This is an optimization exercise on Yosys and OpenROAD, whose aim is a short achievable clock period and few clock cycles, not a production implementation.
In this exercise RTL edits were held to simulation tests only and were not proved equivalent to the original.
Power and IR drop assume default switching activity.

[flow/config.mk]
export PLATFORM = sky130hd
export DESIGN_NAME = riscv
export DESIGN_NICKNAME = riscv
export VERILOG_FILES = /design/flow/design.v
export SDC_FILE = /design/flow/constraint.sdc
export NUM_CORES = 4
export LEC_CHECK = 0
export ABC_CLOCK_PERIOD_IN_PS = 2500
export CAP_MARGIN = 20
export CORE_MARGIN = 2
export CORE_UTILIZATION = 40
export SETUP_SLACK_MARGIN = 5
export SLEW_MARGIN = 20
[flow/constraint.sdc]
create_clock -name core_clock -period 8.0 [get_ports {clk}]
set_input_delay 1.6000 -clock core_clock [delete_from_list [all_inputs] [get_ports {clk}]]
set_output_delay 1.6000 -clock core_clock [all_outputs]
set_load 0.01 [all_outputs]
[flow/design.v]
module riscv (
    input wire clk,
    input wire rst,   
    input  wire [31:0] inst_i,
    output wire [31:0] inst_addr_o,
    output wire        inst_ce_o,
    input  wire [31:0] data_i,
    output wire        data_we_o,
    output wire        data_ce_o,
    output wire [31:0] data_addr_o,
    output wire [31:0] data_o
);
    reg  [31:0] f_pc;
    reg         f_run;
    reg         d_valid;
    reg  [4:0]  d_rs1, d_rs2, d_rd;
    reg  [31:0] d_pc, d_pc4;
    reg  [31:0] d_r1, d_r2;           
    reg  [31:0] d_immpc;              
    reg  [31:0] d_immalu;             
    reg         d_op, d_opimm, d_load, d_store, d_br, d_lui, d_auipc, d_jal, d_jalr;
    reg         d_use1, d_use2, d_useimm, d_wen, d_pred;
    reg  [10:0] d_alu;                
    reg  [5:0]  d_bf;                 
    reg         d_fpred;              
    reg         d_bnop, d_bskip;      
    reg         x_valid;
    reg         x_wen, x_load, x_store, x_br, x_jalr, x_pred, x_skip;
    reg  [4:0]  x_rd;
    reg  [31:0] x_a, x_b, x_s, x_pre, x_alt;
    reg         x_fa, x_fb, x_fs;     
    reg         x_rz, x_rzv;          
    reg         d_dep1, d_nm1, d_nml1, d_nw1, d_nv1;
    reg         x_faa, x_fba;         
    reg         x_fac, x_fbc;         
    reg         x_fas, x_fbs;         
    reg  [10:0] x_alu;
    reg  [5:0]  x_bm;                 
    reg         m_wen, m_load, m_store, m_ce;
    reg  [4:0]  m_rd;
    reg  [31:0] m_res, m_sdata;
    reg         w_wen;
    reg  [4:0]  w_rd;
    reg  [31:0] w_data;
    reg         v_wen;
    reg  [4:0]  v_rd;
    reg  [31:0] v_data;
    reg  [31:0] rf [1:31];
    localparam A_ADD = 0, A_SUB = 1, A_SLL = 2, A_SLT = 3, A_SLTU = 4, A_XOR = 5,
               A_SRL = 6, A_SRA = 7, A_OR = 8, A_AND = 9, A_PRE = 10;
    localparam B_EQ = 0, B_NE = 1, B_LT = 2, B_GE = 3, B_LTU = 4, B_GEU = 5;
    wire [31:0] wb_data = m_load ? data_i : m_res;
    assign data_addr_o = m_res;
    assign data_o      = m_sdata;
    assign data_we_o   = m_store;
    assign data_ce_o   = m_ce;
    always @(posedge clk) begin
        if (w_wen) rf[w_rd] <= w_data;
        w_rd   <= m_rd;
        w_data <= wb_data;
        v_wen  <= w_wen;
        v_rd   <= w_rd;
        v_data <= w_data;
    end
    always @(posedge clk) begin
        w_wen <= m_wen;
    end
    wire [31:0] fi  = inst_i;
    wire [4:0]  fop = fi[6:2];
    wire        fok = fi[1:0] == 2'b11;
    wire [2:0]  ff3 = fi[14:12];
    wire        f30 = fi[30];
    wire [4:0]  frs1 = fi[19:15];
    wire [4:0]  frs2 = fi[24:20];
    wire [4:0]  frd  = fi[11:7];
    wire f_op    = fok && fop == 5'b01100;
    wire f_opimm = fok && fop == 5'b00100;
    wire f_load  = fok && fop == 5'b00000;
    wire f_store = fok && fop == 5'b01000;
    wire f_br    = fok && fop == 5'b11000;
    wire f_lui   = fok && fop == 5'b01101;
    wire f_auipc = fok && fop == 5'b00101;
    wire f_jal   = fok && fop == 5'b11011;
    wire f_jalr  = fok && fop == 5'b11001;
    wire f_arith = f_op | f_opimm;
    wire [31:0] fimm_i = {{20{fi[31]}}, fi[31:20]};
    wire [31:0] fimm_s = {{20{fi[31]}}, fi[31:25], fi[11:7]};
    wire [31:0] fimm_b = {{20{fi[31]}}, fi[7], fi[30:25], fi[11:8], 1'b0};
    wire [31:0] fimm_u = {fi[31:12], 12'b0};
    wire [31:0] fimm_j = {{12{fi[31]}}, fi[19:12], fi[20], fi[30:21], 1'b0};
    wire [10:0] f_alu;
    assign f_alu[A_ADD]  = (f_arith & ff3 == 3'b000 & ~(f_op & f30)) | f_load | f_store;
    assign f_alu[A_SUB]  = f_op & ff3 == 3'b000 & f30;
    assign f_alu[A_SLL]  = f_arith & ff3 == 3'b001;
    assign f_alu[A_SLT]  = f_arith & ff3 == 3'b010;
    assign f_alu[A_SLTU] = f_arith & ff3 == 3'b011;
    assign f_alu[A_XOR]  = f_arith & ff3 == 3'b100;
    assign f_alu[A_SRL]  = f_arith & ff3 == 3'b101 & ~f30;
    assign f_alu[A_SRA]  = f_arith & ff3 == 3'b101 & f30;
    assign f_alu[A_OR]   = f_arith & ff3 == 3'b110;
    assign f_alu[A_AND]  = f_arith & ff3 == 3'b111;
    assign f_alu[A_PRE]  = f_lui | f_auipc | f_jal | f_jalr;
    wire [5:0] f_bf;
    assign f_bf[B_EQ]  = ff3 == 3'b000;
    assign f_bf[B_NE]  = ff3 == 3'b001;
    assign f_bf[B_LT]  = ff3 == 3'b100;
    assign f_bf[B_GE]  = ff3 == 3'b101;
    assign f_bf[B_LTU] = ff3 == 3'b110;
    assign f_bf[B_GEU] = ff3 == 3'b111;
    wire [31:0] f_r1 = (frs1 == 5'd0) ? 32'd0 : rf[frs1];
    wire [31:0] f_r2 = (frs2 == 5'd0) ? 32'd0 : rf[frs2];
    wire [31:0] d_target = d_pc + d_immpc;       
    wire [31:0] d_auipc_val = {d_pc[31:12] + d_immpc[31:12], d_pc[11:0]};
    wire [31:0] rs1_val = (m_wen && m_rd == d_rs1) ? wb_data :
                          (w_wen && w_rd == d_rs1) ? w_data :
                          (v_wen && v_rd == d_rs1) ? v_data : d_r1;
    wire [31:0] rs2_val = (m_wen && m_rd == d_rs2) ? wb_data :
                          (w_wen && w_rd == d_rs2) ? w_data :
                          (v_wen && v_rd == d_rs2) ? v_data : d_r2;
    wire load_use = d_valid && x_valid && x_load &&
                    ((d_use1 && x_rd == d_rs1) || (d_use2 && x_rd == d_rs2));
    wire jr_early = d_jalr && x_valid && x_wen && x_alu[A_PRE] && x_rd == d_rs1;
    wire [31:0] jr_sum = x_pre + d_immalu;
    wire [31:0] rs1_nl = (m_wen && !m_load && m_rd == d_rs1) ? m_res :
                         (w_wen && w_rd == d_rs1) ? w_data :
                         (v_wen && v_rd == d_rs1) ? v_data : d_r1;
    wire [31:0] rs2_nl = (m_wen && !m_load && m_rd == d_rs2) ? m_res :
                         (w_wen && w_rd == d_rs2) ? w_data :
                         (v_wen && v_rd == d_rs2) ? v_data : d_r2;
    wire z_m  = sum_is_zero(m_res, d_immalu);
    wire z_w  = sum_is_zero(w_data, d_immalu);
    wire z_v  = sum_is_zero(v_data, d_immalu);
    wire z_r  = sum_is_zero(d_r1, d_immalu);
    wire d_z  = d_nm1 ? z_m : (d_nw1 ? z_w : (d_nv1 ? z_v : z_r));
    wire d_zv = d_valid && d_opimm && d_alu[A_ADD] && d_wen && !d_dep1 && !d_nml1;
    wire e_dep1 = x_valid && x_wen && !x_load && x_rd == d_rs1;
    wire e_dep2 = x_valid && x_wen && !x_load && x_rd == d_rs2;
    wire e_ok   = d_br && (d_bf[B_EQ] | d_bf[B_NE]) && !d_bnop && !d_bskip && x_rzv &&
                  ((e_dep1 && d_rs2 == 5'd0) || (e_dep2 && d_rs1 == 5'd0));
    wire e_mis  = e_ok && ((d_bf[B_EQ] ? x_rz : ~x_rz) ^ d_pred);
    wire d_redir  = d_valid && !load_use && (jr_early || (d_pred && !d_fpred) || e_mis);
    wire [31:0] d_rtarget = jr_early ? {jr_sum[31:1], 1'b0} :
                            ((d_pred ^ e_mis) ? d_target : d_pc4);
    function sum_is_zero;
        input [31:0] za, zb;
        reg   [31:0] c, m;
        begin
            c = za ^ zb;
            m = (za & zb) | (za & c) | (zb & c);
            sum_is_zero = !c[0] && (c[31:1] == m[30:0]);
        end
    endfunction
    wire [31:0] a = x_fa ? m_res : x_a;
    wire [31:0] b = x_fb ? m_res : x_b;
    wire [31:0] s = x_fs ? m_res : x_s;
    wire [31:0] aa = x_faa ? m_res : x_a;      
    wire [31:0] ba = x_fba ? m_res : x_b;
    wire [31:0] ac = x_fac ? m_res : x_a;      
    wire [31:0] bc = x_fbc ? m_res : x_b;
    wire [31:0] as = x_fas ? m_res : x_a;      
    wire [31:0] bs = x_fbs ? m_res : x_b;
    wire [31:0] sum = aa + ba;
    wire [31:0] dif = as - bs;
    wire        sltu_r = as < bs;
    wire        slt_r  = (as[31] ^ bs[31]) ? as[31] : sltu_r;
    wire        ltu = ac < bc;
    wire        lt  = (ac[31] ^ bc[31]) ? ac[31] : ltu;
    wire        eq  = ac == bc;
    wire wrong = (x_bm[B_EQ] & eq) | (x_bm[B_NE] & ~eq) | (x_bm[B_LT] & lt) |
                 (x_bm[B_GE] & ~lt) | (x_bm[B_LTU] & ltu) | (x_bm[B_GEU] & ~ltu);
    wire signed [31:0] a_s = a;
    wire [31:0] shl = a << b[4:0];
    wire [31:0] shr = a >> b[4:0];
    wire [31:0] sha = a_s >>> b[4:0];
    wire [31:0] result =
        ({32{x_alu[A_ADD]}}  & sum) |
        ({32{x_alu[A_SUB]}}  & dif) |
        ({32{x_alu[A_SLL]}}  & shl) |
        ({32{x_alu[A_SLT]}}  & {31'd0, slt_r}) |
        ({32{x_alu[A_SLTU]}} & {31'd0, sltu_r}) |
        ({32{x_alu[A_XOR]}}  & (a ^ b)) |
        ({32{x_alu[A_SRL]}}  & shr) |
        ({32{x_alu[A_SRA]}}  & sha) |
        ({32{x_alu[A_OR]}}   & (a | b)) |
        ({32{x_alu[A_AND]}}  & (a & b)) |
        ({32{x_alu[A_PRE]}}  & x_pre);
    wire x_mispred = x_valid & x_br & wrong;
    wire x_kill    = x_valid & x_skip & wrong;    
    wire x_jr      = x_valid & x_jalr;
    wire x_redir   = x_mispred | x_jr;
    wire [31:0] x_target = x_jalr ? {sum[31:1], 1'b0} : x_alt;
    assign inst_addr_o = f_pc;
    assign inst_ce_o   = f_run;
    wire [31:0] f_pc4  = f_pc + 32'd4;
    wire        f_isgn  = fi[31];
    wire [8:0]  f_jlo   = {1'b0, f_pc[7:0]} + {1'b0, fimm_j[7:0]};
    wire [8:0]  f_blo   = {1'b0, f_pc[7:0]} + {1'b0, fimm_b[7:0]};
    wire        f_jnear = fimm_j[20:8] == {13{f_isgn}} && f_jlo[8] == f_isgn;
    wire        f_bnear = fimm_b[12:8] == {5{f_isgn}} && f_blo[8] == f_isgn;
    wire        f_jp    = f_jal & f_jnear;
    wire        f_zsel  = f_br && (ff3 == 3'b000 || ff3 == 3'b001) && d_zv &&
                          ((frs2 == 5'd0 && frs1 == d_rd) || (frs1 == 5'd0 && frs2 == d_rd));
    wire        f_exit  = f_zsel && ((ff3 == 3'b000) ? !d_z : d_z);
    wire        f_bp    = f_br & f_isgn & f_bnear & !f_exit;
    wire        f_fpred = f_jp | f_bp;
    wire [31:0] f_btgt  = {f_pc[31:8], f_jal ? f_jlo[7:0] : f_blo[7:0]};
    always @(posedge clk or posedge rst) begin
        if (rst) begin
            f_pc  <= 32'd0;
            f_run <= 1'b0;
        end else begin
            f_run <= 1'b1;
            if (x_redir)
                f_pc <= x_target;
            else if (load_use || !f_run)
                f_pc <= f_pc;
            else if (d_redir)
                f_pc <= d_rtarget;
            else if (f_fpred)
                f_pc <= f_btgt;
            else
                f_pc <= f_pc4;
        end
    end
    always @(posedge clk or posedge rst) begin
        if (rst) begin
            d_valid <= 1'b0;
        end else if (x_redir) begin
            d_valid <= 1'b0;
        end else if (!load_use) begin
            d_valid <= f_run && !d_redir;
        end
    end
    wire [4:0] n_rs1 = load_use ? d_rs1 : frs1;
    wire       n_xw  = d_valid && !load_use && !x_kill && d_wen && !d_load;
    always @(posedge clk) begin
        d_dep1 <= n_xw && d_rd == frs1;
        d_nm1  <= x_valid && x_wen && !x_load && x_rd == n_rs1;
        d_nml1 <= x_valid && x_wen && x_load && x_rd == n_rs1;
        d_nw1  <= m_wen && m_rd == n_rs1;
        d_nv1  <= w_wen && w_rd == n_rs1;
    end
    always @(posedge clk) begin
        if (load_use) begin
            d_r1 <= rs1_val;
            d_r2 <= rs2_val;
        end else begin
            d_rs1    <= frs1;
            d_rs2    <= frs2;
            d_rd     <= frd;
            d_pc     <= f_pc;
            d_pc4    <= f_pc4;
            d_r1     <= f_r1;
            d_r2     <= f_r2;
            d_immpc  <= f_jal ? fimm_j : (f_br ? fimm_b : fimm_u);
            d_immalu <= f_store ? fimm_s : fimm_i;
            d_op     <= f_op;
            d_opimm  <= f_opimm;
            d_load   <= f_load;
            d_store  <= f_store;
            d_br     <= f_br;
            d_lui    <= f_lui;
            d_auipc  <= f_auipc;
            d_jal    <= f_jal;
            d_jalr   <= f_jalr;
            d_use1   <= f_arith | f_load | f_store | f_br | f_jalr;
            d_use2   <= f_op | f_store | f_br;
            d_useimm <= f_opimm | f_load | f_store | f_jalr;
            d_wen    <= (f_arith | f_load | f_lui | f_auipc | f_jal | f_jalr) && frd != 5'd0;
            d_pred   <= f_jal | (f_br & fi[31] & !f_exit);
            d_alu    <= f_alu;
            d_bf     <= f_bf;
            d_fpred  <= f_fpred;
            d_bnop   <= f_br & fimm_b == 32'd4;
            d_bskip  <= f_br & fimm_b == 32'd8;
        end
    end
    always @(posedge clk or posedge rst) begin
        if (rst) begin
            x_valid <= 1'b0;
        end else begin
            x_valid <= d_valid && !load_use && !x_redir && !x_kill;
        end
    end
    wire fwd_ok = x_valid && x_wen && !x_load;
    wire skip_ok = d_bskip && !(f_jal || (f_br && fi[31]));
    always @(posedge clk) begin
        x_wen   <= d_wen;
        x_load  <= d_load;
        x_store <= d_store;
        x_br    <= d_br & !d_bnop & !skip_ok & !e_ok;
        x_rz    <= sum_is_zero(rs1_nl, d_useimm ? d_immalu : rs2_nl);
        x_rzv   <= d_alu[A_ADD] && !(fwd_ok && (x_rd == d_rs1 || (x_rd == d_rs2 && !d_useimm))) &&
                   !(m_load && m_wen && (m_rd == d_rs1 || (m_rd == d_rs2 && !d_useimm)));
        x_skip  <= skip_ok;
        x_jalr  <= d_jalr & !jr_early;
        x_pred  <= d_pred;
        x_rd    <= d_rd;
        x_a     <= rs1_val;
        x_b     <= d_useimm ? d_immalu : rs2_val;
        x_s     <= rs2_val;
        x_pre   <= d_lui ? d_immpc : (d_auipc ? d_auipc_val : d_pc4);
        x_alt   <= d_pred ? d_pc4 : d_target;
        x_fa    <= fwd_ok && x_rd == d_rs1;
        x_fb    <= fwd_ok && x_rd == d_rs2 && !d_useimm;
        x_faa   <= fwd_ok && x_rd == d_rs1 && (d_alu[A_ADD] | d_jalr);
        x_fba   <= fwd_ok && x_rd == d_rs2 && !d_useimm && (d_alu[A_ADD] | d_jalr);
        x_fac   <= fwd_ok && x_rd == d_rs1 && d_br;
        x_fbc   <= fwd_ok && x_rd == d_rs2 && d_br;
        x_fas   <= fwd_ok && x_rd == d_rs1 && (d_alu[A_SUB] | d_alu[A_SLT] | d_alu[A_SLTU]);
        x_fbs   <= fwd_ok && x_rd == d_rs2 && !d_useimm && (d_alu[A_SUB] | d_alu[A_SLT] | d_alu[A_SLTU]);
        x_fs    <= fwd_ok && x_rd == d_rs2;
        x_alu   <= d_alu;
        x_bm    <= d_pred ? {d_bf[B_LTU], d_bf[B_GEU], d_bf[B_LT], d_bf[B_GE],
                                 d_bf[B_EQ], d_bf[B_NE]} : d_bf;
    end
    always @(posedge clk) begin
        m_wen   <= x_valid & x_wen;
        m_load  <= x_valid & x_load;
        m_store <= x_valid & x_store;
        m_ce    <= x_valid & (x_load | x_store);
    end
    always @(posedge clk) begin
        m_rd    <= x_rd;
        m_res   <= result;
        m_sdata <= s;
    end
endmodule
[flow/run.sh]
#!/bin/bash
# synth_recipe.tcl (not shown) runs the flow's synth.tcl, then flattens the netlist and writes it again
# the make line also repeats each setting of config.mk as NAME=value (left out here)
make -C /OpenROAD-flow-scripts/flow DESIGN_CONFIG=/design/flow/config.mk WORK_HOME=/design/flow/orfs CLKGATE_MAP_FILE= SYNTH_SCRIPT=/design/flow/synth_recipe.tcl finish
==> metrics.cfg, run 1 <==
[floorplan]
die_area_sq_um=227000
ioPinCount=165
rows=173
coreArea_sq_um=222000
die_w_um=477
die_h_um=477
initial_core_util=0.402

[grt]
grt-ovfl-total=0
grt_max_degree=75
grt_pass1_wl_um=510000
grt_pass1_vias=66800
antenna_found_initial=22
track_usage=0.314

[synth]
yosysUniqueCellTypes=92
ys_async_sr_fraction=0.0219
synth_enable_flop_cells=1138
syn_inst=7187
ys_ff_latch=1595
yosysSeqAreaShare=0.487
syn_area_sq_um=89300
yosys_warnings=1
synth_flop_cell=edfxtp_1
avgSynthCellArea_sq_um=12.4
yosysTopAreaCell=edfxtp_1
synth.area.top_cells=edfxtp_1 (38%), mux4_2 (14%), dfxtp_1 (9.5%), ha_1 (5.4%), mux2i_1 (5.3%)
synth_top_area_frac=0.383
yosys-top-cells-count=edfxtp_1 (1138), mux4_2 (537), nand2_1 (516)
synth_most_common_cell=edfxtp_1
syn_nets=7648

[clocking]
ctsRootBufferMaster=clkbuf_16
cts_tree=yes
clk_pin_slew_ns=0.06
cts_made_buffers=175
clk_path_buf_depth=3
clk_latency_ns=0.90
htreeDepth=4
cts.sinks=1595

[worst_setup_path]
crit_slowest_cell=a221o_2
crit_chain=buf_12 > mux2i_4 > ha_4 > inv_2 > fa_2 > a21o_1 > a21oi_2 > o21bai_2 > a221o_2 > a221oi_4 > a211oi_4 > a221o_1 > a21oi_2 > o21ai_2 > mux2_2 > a2111o_1
cp_top_family=compound AO/OA/AOI/OAI gates
path_class=flop to flop
path_common_cell=a21oi_2
timing.rr.start=x_fas
worst_ep_required_time_ns=8.75
path_max_fanout=4
cpPeakStageDelay_ns=0.43
critPathLaunchType=flop
crit_buf_inv=2
crit_path_end_kind=flop
arrival_ns=4.88
ff2ff_path_depth=16
startpoint=x_fas
r2r_setup_slack_ns=3.87
r2r-end=m_res[28]

[detailed_routing]
drtIter0Drc=8696
detailroute.via_count=68700
routedWlPerCell_um=33.7
drt_first_pass_iters=6
viasPerCell=6.27
wl_um=369000
drc=0
ant_nets=0

[final_layout]
nNetsFinal=8271
syn_to_final_growth_pct=26.5
fin_util=0.509
fillers=18900
drive_above_1_share=0.336
finalInstanceArea_sq_um=113000

[place]
place.gp.congestion=1.00
dpl-instance-area_sq_um=95400
post-place-ws_ns=2.19
port_buffers=164
dp_hpwl_um=231000

[pwr]
internal_power_uw=17000
combPwrFrac=0.272
power.leakage_uw=0.0410
p_clk_frac=0.340
swShare=0.323
seq_power_share=0.388
power_switching_uw=8130
worst_ir_drop_vdd_mv=0.240
power_density_nw_per_um2=223

[sta]
hold_viol=0
hold_ws_ns=0.343
rsz0062_at_grt=true
min_period_ns=4.13
drv_slew=0
skew_ns=0.0884
setup_viol=0
tns_ns=0
relSlewSlack=0.265
max_clock_freq_mhz=242
post-route-period-util=0.516
tightest_slew_ns=1.10
worst_slack_ns=3.87

[min_path]
worstHoldPathCells=0
worstHoldPathType=flop to flop
hold_start=d_store
whs_endpoint=x_store

[outcome]
status=no timing/DRC/antenna violations

[flow_run]
cap_violations=0

## flip-flops by register name (all words and copies together), names as in the netlist, 11 cells and up
register and cells:
rf 992, d_pc 32, d_r1 32, d_r2 32, f_pc 32, m_res 32
m_sdata 32, v_data 32, w_data 32, x_a 32, x_alt 32, x_b 32
x_pre 32, x_s 32, d_immpc 31, d_pc4 30, d_alu 11, d_immalu 11
x_alu 11
## worst max path at each step
| stage | slack [ns] | end | cells past startpoint |
|---|---|---|---|
| floorplan | 3.67 | f_pc[23] | 15 |
| global placement | 2.17 | f_pc[23] | 14 |
| detailed placement | 2.19 | f_pc[23] | 13 |
| CTS | 3.93 | f_pc[23] | 15 |
| global route | 3.79 | f_pc[2] | 15 |
| finish | 3.87 | m_res[28] | 16 |
## cells in the final DEF (no fill, tap or decap), types with 41 or more instances in the layout
cell	Yosys	routed
mux2_2	235	197
clkdlybuf4s50_1	0	48
buf_12	0	79
nor2_4	0	49
mux4_2	537	537
nor2_1	372	317
o21ai_2	2	50
ha_1	388	318
clkinv_2	0	41
edfxtp_1	1138	1138
xor2_1	198	176
nand2_1	516	493
a21o_1	71	71
a21oi_1	356	293
ha_4	0	51
mux2i_1	470	396
mux2i_4	0	43
clkbuf_16	0	190
buf_16	0	54
buf_4	4	486
o21ai_1	5	71
a22oi_1	50	41
xnor2_1	180	162
nand3_1	98	89
o22ai_1	50	42
dfxtp_1	422	361
o21ai_0	415	289
o211ai_1	83	83
nand4_1	54	54
inv_1	345	330
nor3_1	68	47
buf_6	5	164
## kinds of logic after synthesis
group / count (synthesis) / share of synthesized area
mux: 1243 / 0.218
fa+ha+maj: 395 / 0.0559
other cells: 1 / 0.0000420
buf+inv: 846 / 0.0364
xor+xnor: 378 / 0.0371
simple gates: 1329 / 0.0668
compound gates: 1400 / 0.0989
flops: 1595 / 0.487
## cell type report
cell class,count,area [sq um],area share
inverter,349,1350,0.0119
antenna,15,37.5,0.000332
timing repair inverter,8,135,0.00120
clock buffer,233,4800,0.0425
sequential,1595,43700,0.387
clock inverter,97,1300,0.0115
multi-input combinational,4754,47400,0.419
timing repair buffer,927,10500,0.0933
tap,2975,3720,0.0330
## layer usage
layer / wire (um) / global-route usage / part of all wire / up-vias
li1: - / - / - / 28800
met1: 137000 / 0.393 / 0.37 / 34900
met2: 172000 / 0.504 / 0.47 / 4024
met3: 32100 / 0.0555 / 0.087 / 1005
met4: 28800 / 0.201 / 0.078 / 12
met5: 81 / 0 / 0.00022 / -
## timing repair
action / 4_1_cts / 5_1_grt
pin swaps: 188 / 151
endpoints found under the hold margin: 0 / 0
cloned: 58 / 14
hold buffers: 0 / 0
buffers inserted: 390 / 124
gates resized for setup: 1452 / 313
setup endpoints to repair: 501 / 360
## power by group through the flow
| stage | Clock [uW] | Combinational, uW | Sequential, uW |
|---|---|---|---|
| after floorplan | 0 | 3330 | 9710 |
| after global placement | 0 | 5170 | 9950 |
| after detailed placement | 0 | 5200 | 9950 |
| after CTS | 8620 | 6330 | 9710 |
| after global routing | 8960 | 7170 | 9750 |
| final | 8550 | 6850 | 9740 |
## metrics by stage
stage	cells	power [uW]
after global placement	10000	15100
after global routing	10900	25900
after detailed placement	10000	15200
after CTS	10800	24700
after floorplan	7187	13000
final	11000	25100
Testbench counts, summed over its fixed seeds: cycles 48,439.
==> run 2: changes to the inputs <==
--- a/flow/design.v
+++ b/flow/design.v
@@ -31,9 +31,7 @@
     reg         x_fa, x_fb, x_fs;     
     reg         x_rz, x_rzv;          
     reg         d_dep1, d_nm1, d_nml1, d_nw1, d_nv1;
-    reg         x_faa, x_fba;         
-    reg         x_fac, x_fbc;         
-    reg         x_fas, x_fbs;         
+    reg         x_faa, x_fba, x_fac, x_fbc;   
     reg  [10:0] x_alu;
     reg  [5:0]  x_bm;                 
     reg         m_wen, m_load, m_store, m_ce;
@@ -157,12 +155,8 @@
     wire [31:0] ba = x_fba ? m_res : x_b;
     wire [31:0] ac = x_fac ? m_res : x_a;      
     wire [31:0] bc = x_fbc ? m_res : x_b;
-    wire [31:0] as = x_fas ? m_res : x_a;      
-    wire [31:0] bs = x_fbs ? m_res : x_b;
     wire [31:0] sum = aa + ba;
-    wire [31:0] dif = as - bs;
-    wire        sltu_r = as < bs;
-    wire        slt_r  = (as[31] ^ bs[31]) ? as[31] : sltu_r;
+    wire [31:0] dif = ac - bc;
     wire        ltu = ac < bc;
     wire        lt  = (ac[31] ^ bc[31]) ? ac[31] : ltu;
     wire        eq  = ac == bc;
@@ -176,8 +170,8 @@
         ({32{x_alu[A_ADD]}}  & sum) |
         ({32{x_alu[A_SUB]}}  & dif) |
         ({32{x_alu[A_SLL]}}  & shl) |
-        ({32{x_alu[A_SLT]}}  & {31'd0, slt_r}) |
-        ({32{x_alu[A_SLTU]}} & {31'd0, sltu_r}) |
+        ({32{x_alu[A_SLT]}}  & {31'd0, lt}) |
+        ({32{x_alu[A_SLTU]}} & {31'd0, ltu}) |
         ({32{x_alu[A_XOR]}}  & (a ^ b)) |
         ({32{x_alu[A_SRL]}}  & shr) |
         ({32{x_alu[A_SRA]}}  & sha) |
@@ -305,10 +299,8 @@
         x_fb    <= fwd_ok && x_rd == d_rs2 && !d_useimm;
         x_faa   <= fwd_ok && x_rd == d_rs1 && (d_alu[A_ADD] | d_jalr);
         x_fba   <= fwd_ok && x_rd == d_rs2 && !d_useimm && (d_alu[A_ADD] | d_jalr);
-        x_fac   <= fwd_ok && x_rd == d_rs1 && d_br;
-        x_fbc   <= fwd_ok && x_rd == d_rs2 && d_br;
-        x_fas   <= fwd_ok && x_rd == d_rs1 && (d_alu[A_SUB] | d_alu[A_SLT] | d_alu[A_SLTU]);
-        x_fbs   <= fwd_ok && x_rd == d_rs2 && !d_useimm && (d_alu[A_SUB] | d_alu[A_SLT] | d_alu[A_SLTU]);
+        x_fac   <= fwd_ok && x_rd == d_rs1 && (d_alu[A_SUB] | d_alu[A_SLT] | d_alu[A_SLTU] | d_br);
+        x_fbc   <= fwd_ok && x_rd == d_rs2 && !d_useimm && (d_alu[A_SUB] | d_alu[A_SLT] | d_alu[A_SLTU] | d_br);
         x_fs    <= fwd_ok && x_rd == d_rs2;
         x_alu   <= d_alu;
         x_bm    <= d_pred ? {d_bf[B_LTU], d_bf[B_GEU], d_bf[B_LT], d_bf[B_GE],
==> run 2 against run 1 <==
  * Still clean
  * Cell area down 0.87%
  * Critical path depth down 1
  * Clock skew up 0.011 ns
  * Critical endpoint is now f_pc[14]
==> metrics.cfg, run 2 <==
[detailed_routing]
wl_um=362000  ; -2.1%
ant_nets=0  ; unchanged
drt_first_pass_iters=8  ; +2
drc=0  ; unchanged
viasPerCell=6.33  ; +0.88%
drtIter0Drc=8136  ; -6.4%
routedWlPerCell_um=33.6  ; -0.24%
detailroute.via_count=68000  ; -0.98%

[synth]
yosysUniqueCellTypes=92  ; unchanged
ys_ff_latch=1593  ; -0.13%
synth_flop_cell=edfxtp_1
avgSynthCellArea_sq_um=12.5  ; +0.39%
synth_enable_flop_cells=1138  ; unchanged
yosysSeqAreaShare=0.491  ; +0.00417
yosys-top-cells-count=edfxtp_1 (1138), mux4_2 (512), mux2i_1 (502)
synth_top_area_frac=0.386  ; +0.00364
synth-compound-area-share=0.0976  ; -0.00131
yosysTopAreaCell=edfxtp_1
ys_async_sr_fraction=0.0220  ; +0.0000275
syn_inst=7092  ; -1.3%
synth-xor-area-share=0.0371  ; +0.0000552
synth_most_common_cell=edfxtp_1
synthSimpleGateAreaFrac=0.0667  ; -0.000143
syn_nets=7521  ; -1.7%
yosys_warnings=1  ; unchanged
synth.area.top_cells=edfxtp_1 (39%), mux4_2 (13%), dfxtp_1 (9.5%), mux2i_1 (5.7%), ha_1 (5.0%)
synth-adder-area-share=0.0519  ; -0.00399
synth_top_family_by_area=multiplexers
syn_area_sq_um=88500  ; -0.94%
muxShareOfSynthArea=0.220  ; +0.00197

[grt]
grt_pass1_vias=66200  ; -0.90%
grt_max_degree=68  ; -9.3%
grt_pass1_wl_um=495000  ; -2.9%
antenna_found_initial=15  ; -32%
grt-ovfl-total=0  ; unchanged
track_usage=0.311  ; -0.00359

[flow_run]
cap_violations=0  ; unchanged

[min_path]
worstHoldPathType=flop to flop
worstHoldPathCells=0  ; unchanged
hold_start=d_alu[5]

[pwr]
seq_power_share=0.385  ; -0.003
p_clk_frac=0.340  ; about the same
combPwrFrac=0.276  ; +0.004
power_switching_uw=8200  ; +0.85%
internal_power_uw=17100  ; +0.49%
swShare=0.324  ; +0.000782
total_power_uw=25300  ; +0.60%
worst_ir_drop_vdd_mv=0.261  ; +8.7%
power.leakage_uw=0.0404  ; -1.4%
power_density_nw_per_um2=226  ; +1.5%

[final_layout]
drive_above_1_share=0.336  ; about the same
finalInstanceArea_sq_um=112000  ; -0.87%
largest_reg_flops=992  ; unchanged
mostFrequentLayoutCells=edfxtp_1 (1138), mux4_2 (512), nand2_1 (481)
fillers=18300  ; -3.0%
top_register=rf
fin_util=0.510  ; +0.00100
nNetsFinal=8066  ; -2.5%
layout_commonest_cell=edfxtp_1
syn_to_final_growth_pct=26.5  ; about the same

[outcome]
status=no timing/DRC/antenna violations

[worst_setup_path]
setup.worst_path.end=f_pc[14]
worst_ep_required_time_ns=8.73  ; -0.02 ns
r2r_setup_slack_ns=4.08  ; +0.22 ns
path_max_fanout=5  ; +1
crit_path_end_kind=flop
startpoint=x_fac
path_class=flop to flop
critPathLaunchType=flop
r2r-end=f_pc[14]
ff2ff_path_depth=15  ; -1
timing.rr.start=x_fac
arrival_ns=4.64  ; -0.24 ns

[clocking]
cts_tree=yes
clk_latency_ns=0.91  ; about the same
clk_pin_slew_ns=0.06  ; about the same
cts.sinks=1593  ; -0.13%
ctsRootBufferMaster=clkbuf_16
clk_path_buf_depth=3  ; unchanged
postCtsHoldBufs=0  ; unchanged
cts_made_buffers=176  ; +0.57%
htreeDepth=4  ; unchanged

[sta]
rsz0062_at_grt=true
tns_ns=0  ; unchanged
tightest_slew_ns=1.17  ; +0.0687 ns
drv_slew=0  ; unchanged
relSlewSlack=0.218  ; -0.0469
setup_viol=0  ; unchanged
post-route-period-util=0.489  ; -0.0271
skew_ns=0.0991  ; +0.0107 ns
hold_viol=0  ; unchanged
min_period_ns=3.92  ; -0.217 ns
max_clock_freq_mhz=255  ; +5.5%

[floorplan]
die_area_sq_um=225000  ; -0.93%
die_w_um=474  ; -0.47%
coreArea_sq_um=220000  ; -1.1%
initial_core_util=0.403  ; +0.000493
die_h_um=474  ; -0.47%
ioPinCount=165  ; unchanged
rows=172  ; -0.58%

[place]
port_buffers=164  ; unchanged
place.gp.congestion=0.982  ; -2.2%
dpl-instance-area_sq_um=94100  ; -1.4%
dp_hpwl_um=225000  ; -2.9%

==> run 2: cell type report <==
cell class,count,area [sq um],area share
clock inverters,102,1300,0.0116
repair inverters,3,41.3,0.000369
well taps,2958,3700,0.0331
inverters,336,1320,0.0118
multi-input cells,4684,47000,0.420
clock buffers,228,4860,0.0434
repair buffers,843,10100,0.0899
flip-flops and latches,1593,43700,0.390
diodes,4,10.0,0.0000894
==> run 2: stage by stage <==
| step | hold WS, ns | setup slack (ns) | std cells |
|---|---|---|---|
| after detailed placement | 0.330 | 2.12 | 9896 |
| after floorplan | 0.323 | 3.94 | 7092 |
| after global routing | 0.344 | 3.98 | 10700 |
| after global placement | 0.324 | 2.13 | 9895 |
| final | 0.335 | 4.08 | 10800 |
| after CTS | 0.340 | 4.22 | 10600 |
==> run 2: power by group through the flow <==
stage	Sequential, uW	Combinational (uW)	Clock, uW
floorplan	9720	3350	0
global placement	9950	5160	0
detailed placement	9960	5200	0
CTS	9690	6430	8650
global route	9730	7270	8960
finish	9720	6980	8590
==> run 2: cell families after synthesis <==
kind of cell,Yosys count
AO/OA/AOI/OAI,1365
other,1
multiplexers,1271
AND/OR/NAND/NOR,1305
buffers and inverters,819
flip-flops,1593
XOR/XNOR,375
adder cells (fa/ha/maj),363
==> run 2: critical path, stage by stage, from the launching register on <==
cell      delay [ns]
dfxtp_4         0.44
buf_6           0.16
mux2_2          0.36
ha_4            0.32
o21a_1          0.20
o31ai_4         0.12
o31ai_4         0.40
o211ai_1        0.23
a21oi_2         0.23
nor3_4          0.07
buf_12          0.14
o31a_1          0.34
a211oi_4        0.20
buf_6           0.18
nor2_4          0.07
a221o_1         0.29
==> run 2: repair_timing <==
item                                    in CTS  in global routing
endpoints found under the setup margin     502                239
pin swaps                                  176                145
cloned                                      61                 25
endpoints found under the hold margin        0                  0
setup buffers                              346                 88
resized for setup                         1475                321
==> run 2: worst min-delay path by stage <==
stage | slack (ns) | end
after detailed placement | 0.33 | x_alu[5]
final | 0.33 | x_alu[5]
after CTS | 0.34 | x_alu[5]
after floorplan | 0.32 | x_alu[10]
after global routing | 0.34 | x_alu[5]
after global placement | 0.32 | x_store
==> run 2: per-layer routing <==
layer  track usage  up-vias  part of all wire
li1              -    28200                 -
met1         0.372    34500              0.36
met2         0.504     4139              0.47
met3        0.0506     1147             0.084
met4         0.232        6             0.091
met5             0        -           0.00013
Testbench counts of run 2, summed over its fixed seeds: cycles 48,439.
==> run 3: changes to the inputs <==
--- a/flow/design.v
+++ b/flow/design.v
@@ -35,6 +35,8 @@
     reg  [10:0] x_alu;
     reg  [5:0]  x_bm;                 
     reg         m_wen, m_load, m_store, m_ce;
+    reg         m_jr;                 
+    reg  [31:0] m_jtgt;
     reg  [4:0]  m_rd;
     reg  [31:0] m_res, m_sdata;
     reg         w_wen;
@@ -180,9 +182,9 @@
         ({32{x_alu[A_PRE]}}  & x_pre);
     wire x_mispred = x_valid & x_br & wrong;
     wire x_kill    = x_valid & x_skip & wrong;    
-    wire x_jr      = x_valid & x_jalr;
-    wire x_redir   = x_mispred | x_jr;
-    wire [31:0] x_target = x_jalr ? {sum[31:1], 1'b0} : x_alt;
+    wire x_jr      = x_valid & x_jalr & !m_jr;
+    wire x_redir   = x_mispred;
+    wire [31:0] x_target = x_alt;
     assign inst_addr_o = f_pc;
     assign inst_ce_o   = f_run;
     wire [31:0] f_pc4  = f_pc + 32'd4;
@@ -204,7 +206,9 @@
             f_run <= 1'b0;
         end else begin
             f_run <= 1'b1;
-            if (x_redir)
+            if (m_jr)
+                f_pc <= m_jtgt;
+            else if (x_redir)
                 f_pc <= x_target;
             else if (load_use || !f_run)
                 f_pc <= f_pc;
@@ -219,7 +223,7 @@
     always @(posedge clk or posedge rst) begin
         if (rst) begin
             d_valid <= 1'b0;
-        end else if (x_redir) begin
+        end else if (m_jr || x_redir) begin
             d_valid <= 1'b0;
         end else if (!load_use) begin
             d_valid <= f_run && !d_redir;
@@ -273,7 +277,7 @@
         if (rst) begin
             x_valid <= 1'b0;
         end else begin
-            x_valid <= d_valid && !load_use && !x_redir && !x_kill;
+            x_valid <= d_valid && !load_use && !x_redir && !x_kill && !m_jr;
         end
     end
     wire fwd_ok = x_valid && x_wen && !x_load;
@@ -307,10 +311,12 @@
                                  d_bf[B_EQ], d_bf[B_NE]} : d_bf;
     end
     always @(posedge clk) begin
-        m_wen   <= x_valid & x_wen;
-        m_load  <= x_valid & x_load;
-        m_store <= x_valid & x_store;
-        m_ce    <= x_valid & (x_load | x_store);
+        m_wen   <= x_valid & !m_jr & x_wen;
+        m_load  <= x_valid & !m_jr & x_load;
+        m_store <= x_valid & !m_jr & x_store;
+        m_ce    <= x_valid & !m_jr & (x_load | x_store);
+        m_jr    <= x_jr;
+        m_jtgt  <= {sum[31:1], 1'b0};
     end
     always @(posedge clk) begin
         m_rd    <= x_rd;
==> run 3 against run 2 <==
  * Sequential share of layout area up 0.90 points
  * First-iteration DRC count up 11%
  * Setup slack worse by 0.23 ns
  * Cell count up 1.3%
  * Register-to-register slack worse by 0.23 ns
  * Total power up 2.4%
  * Via count up 0.72%
  * Highest routed layer unchanged
  * Still clean on timing, DRC and antenna
  * Fmax down 5.5%
==> metrics.cfg, run 3 <==
[place]
port_buffers=164  ; unchanged
post-place-ws_ns=1.96  ; -0.170 ns
place.gp.congestion=0.998  ; +1.7%
dp_hpwl_um=229000  ; +1.9%

[sta]
tns_ns=0  ; unchanged
min_period_ns=4.14  ; +0.226 ns
skew_ns=0.0529  ; -0.0462 ns
post-route-period-util=0.518  ; +0.0282
drv_slew=0  ; unchanged
hold_ws_ns=0.341  ; +0.00592 ns
rsz0062_at_grt=true
relSlewSlack=0.247  ; +0.0291
hold_viol=0  ; unchanged
tightest_slew_ns=1.12  ; -0.0462 ns
max_clock_freq_mhz=241  ; -5.5%
setup_viol=0  ; unchanged
worst_slack_ns=3.86  ; -0.226 ns

[clocking]
cts_tree=yes
htreeDepth=4  ; unchanged
cts_made_buffers=175  ; -0.57%
clk_pin_slew_ns=0.07  ; about the same
clk_path_buf_depth=3  ; unchanged
ctsRootBufferMaster=clkbuf_16
cts.sinks=1625  ; +2.0%
postCtsHoldBufs=0  ; unchanged
clk_latency_ns=0.90  ; about the same

[synth]
ys_ff_latch=1625  ; +2.0%
synth_most_common_cell=edfxtp_1
syn_area_sq_um=88900  ; +0.49%
synth-compound-area-share=0.107  ; +0.00958
yosysSeqAreaShare=0.496  ; +0.00481
syn_nets=7665  ; +1.9%
synth_enable_flop_cells=1138  ; unchanged
syn_inst=7236  ; +2.0%
ys_async_sr_fraction=0.0215  ; -0.000433
yosys_warnings=1  ; unchanged
synthSimpleGateAreaFrac=0.0691  ; +0.00247
yosys-top-cells-count=edfxtp_1 (1138), nand2_1 (529), mux2i_1 (489)
yosysUniqueCellTypes=93  ; +1.1%
synth-xor-area-share=0.0372  ; +0.000114
muxShareOfSynthArea=0.202  ; -0.0177
synth.area.top_cells=edfxtp_1 (38%), mux4_2 (12%), dfxtp_1 (10%), mux2i_1 (5.5%), ha_1 (5.0%)
avgSynthCellArea_sq_um=12.3  ; -1.5%
synth-adder-area-share=0.0517  ; -0.000254
synth_flop_cell=edfxtp_1
yosysTopAreaCell=edfxtp_1
synth_top_family_by_area=multiplexers
synth_top_area_frac=0.384  ; -0.00189

[final_layout]
nNetsFinal=8196  ; +1.6%
largest_reg_flops=992  ; unchanged
top_register=rf
drive_above_1_share=0.309  ; -0.0268
layout_commonest_cell=edfxtp_1
mostFrequentLayoutCells=edfxtp_1 (1138), nand2_1 (514), mux4_2 (479)
syn_to_final_growth_pct=24.9

[worst_setup_path]
crit_buf_inv=7  ; +4
critPathLaunchType=flop
crit_chain=buf_12 > clkinvlp_4 > buf_12 > ha_1 > xor2_1 > nand4_1 > nor4_1 > nand4_1 > buf_4 > o221a_4 > or4b_4 > o2111ai_4 > buf_6 > buf_12 > nor2_4 > buf_12 > a211oi_2 > o21ai_1 > mux2_4
cp_top_family=simple AND/OR/NAND/NOR gates
path_class=flop to flop
path_common_cell=buf_12
arrival_ns=4.89  ; +0.25 ns
crit_slowest_cell=or4b_4
path_max_fanout=8  ; +3
worst_ep_required_time_ns=8.75  ; +0.02 ns
timing.rr.start=d_immpc[31]
startpoint=d_immpc[31]
cpPeakStageDelay_ns=0.51  ; +0.07 ns
crit_path_end_kind=flop

[detailed_routing]
detailroute.via_count=68500  ; +0.72%
viasPerCell=6.29  ; -0.58%
wl_um=367000  ; +1.3%
drt_first_pass_iters=8  ; unchanged
drc=0  ; unchanged
drtIter0Drc=9041  ; +11%
routedWlPerCell_um=33.7  ; about the same
ant_nets=0  ; unchanged

[pwr]
combPwrFrac=0.280  ; +0.004
power_density_nw_per_um2=233  ; +3.3%
power.leakage_uw=0.0403  ; -0.34%
power_switching_uw=8470  ; +3.4%
worst_ir_drop_vdd_mv=0.239  ; -8.3%
swShare=0.327  ; +0.00309
internal_power_uw=17400  ; +2.0%
seq_power_share=0.392  ; +0.007
total_power_uw=25900  ; +2.4%
p_clk_frac=0.328  ; -0.012

[floorplan]
ioPinCount=165  ; unchanged
initial_core_util=0.401  ; -0.00154
die_h_um=475  ; +0.24%
die_area_sq_um=226000  ; +0.49%
coreArea_sq_um=222000  ; +0.88%
rows=173  ; +0.58%
die_w_um=475  ; +0.24%

[grt]
grt-ovfl-total=0  ; unchanged
track_usage=0.314  ; +0.00373
antenna_found_initial=12  ; -3
grt_max_degree=77  ; +13%
grt_pass1_wl_um=505000  ; +1.9%
grt_pass1_vias=66600  ; +0.58%

[outcome]
status=no timing/DRC/antenna violations

[min_path]
hold_start=d_store
worstHoldPathType=flop to flop

[flow_run]
cap_violations=0  ; unchanged

==> run 3: cell families after synthesis <==
logic type	count (synthesis)
buf+inv	853
simple gates	1342
mux	1171
xor+xnor	378
other cells	1
fa+ha+maj	363
compound gates	1503
flops	1625
==> run 3: worst register-to-register path, cell delays in order, from the launching register on <==
cell        delay (ns)
edfxtp_1          0.41
buf_12            0.15
clkinvlp_4        0.11
buf_12            0.18
ha_1              0.30
xor2_1            0.18
nand4_1           0.11
nor4_1            0.28
nand4_1           0.25
buf_4             0.23
o221a_4           0.15
or4b_4            0.51
o2111ai_4         0.10
buf_6             0.15
buf_12            0.11
nor2_4            0.06
buf_12            0.17
a211oi_2          0.18
o21ai_1           0.10
mux2_4            0.27
==> run 3: what timing repair did <==
| item | CTS | global route |
|---|---|---|
| resized for setup | 1270 | 319 |
| setup endpoints to repair | 454 | 398 |
| setup buffers | 315 | 126 |
| pin swaps | 160 | 112 |
| gates cloned | 47 | 17 |
==> run 3: metrics by stage <==
stage | std cells | cell area (sq um) | utilization
3_3_place_gp | 10100 | 95000 | 0.428
3_5_place_dp | 10100 | 95000 | 0.428
5_1_grt | 10900 | 111000 | 0.501
2_1_floorplan | 7236 | 90800 | -
6_report | 10900 | 111000 | 0.501
4_1_cts | 10700 | 108000 | 0.489
==> run 3: metal layers <==
metal | GRT usage | part of all wire | wire, um
met5 | 0 | 0.00018 | 66
met4 | 0.208 | 0.080 | 29300
met3 | 0.0563 | 0.089 | 32500
met2 | 0.503 | 0.46 | 169000
met1 | 0.391 | 0.37 | 135000
==> run 3: power by group through the flow <==
stage	registers (uW)	clock network, uW	logic, uW
after floorplan	10100	0	3580
after global placement	10400	0	5490
after detailed placement	10400	0	5530
after CTS	10100	8540	6690
after global routing	10200	8880	7610
final	10200	8500	7240
==> run 3: final timing paths <==
| path | cells past startpoint | slack (ns) | end |
|---|---|---|---|
| setup / recovery | 19 | 3.86 | f_pc[8] |
| hold / removal | 0 | 0.34 | x_store |
| setup reg to reg | 19 | 3.86 | f_pc[8] |
| hold reg to reg | 0 | 0.34 | x_store |
| max in group asynchronous | 3 | 6.37 | f_pc[13] |
| min in group asynchronous | 3 | 1.18 | f_pc[0] |
==> run 3: layout make-up <==
type / count / area, sq um
timing repair buffer: 849 / 9540
timing repair inverter: 5 / 37.5
inverter: 343 / 1330
clock inverter: 110 / 1360
sequential: 1625 / 44300
antenna: 3 / 7.51
fill: 18900 / 111000
clock buffer: 214 / 4660
tap: 2975 / 3720
multi-input combinational: 4768 / 46100
Testbench counts of run 3, summed over its fixed seeds: cycles 48,439.

## static timing again, ports no longer ideal
Ports are ideal in the flow. The routed layouts listed here were re-timed in OpenROAD. Step 1 sets driving cells, clkbuf_16 on the clock port and buf_2 on the other inputs (assumed; they add their load-dependent delay and slew). Step 2 times the ports against the registers' clock, not the clock port: input delays grow and output delays shrink by t, the midpoint of the rising clock arrivals with the driver on. Slacks: ideal ports / drivers / drivers and shift; pairs: ideal ports / drivers.
run	t (ns)	setup WS [ns]	worst setup path at the end
run 1	0.942	3.868 / 3.868 / 3.042	input to register
run 2	0.956	4.085 / 4.085 / 3.263	input to register
run 3	0.952	3.859 / 3.859 / 2.912	input to register
After both steps setup and hold are still met in every run listed. The setup slack of run 3, which loses most, moves by 0.000 ns with the drivers and by -0.947 ns with both steps.
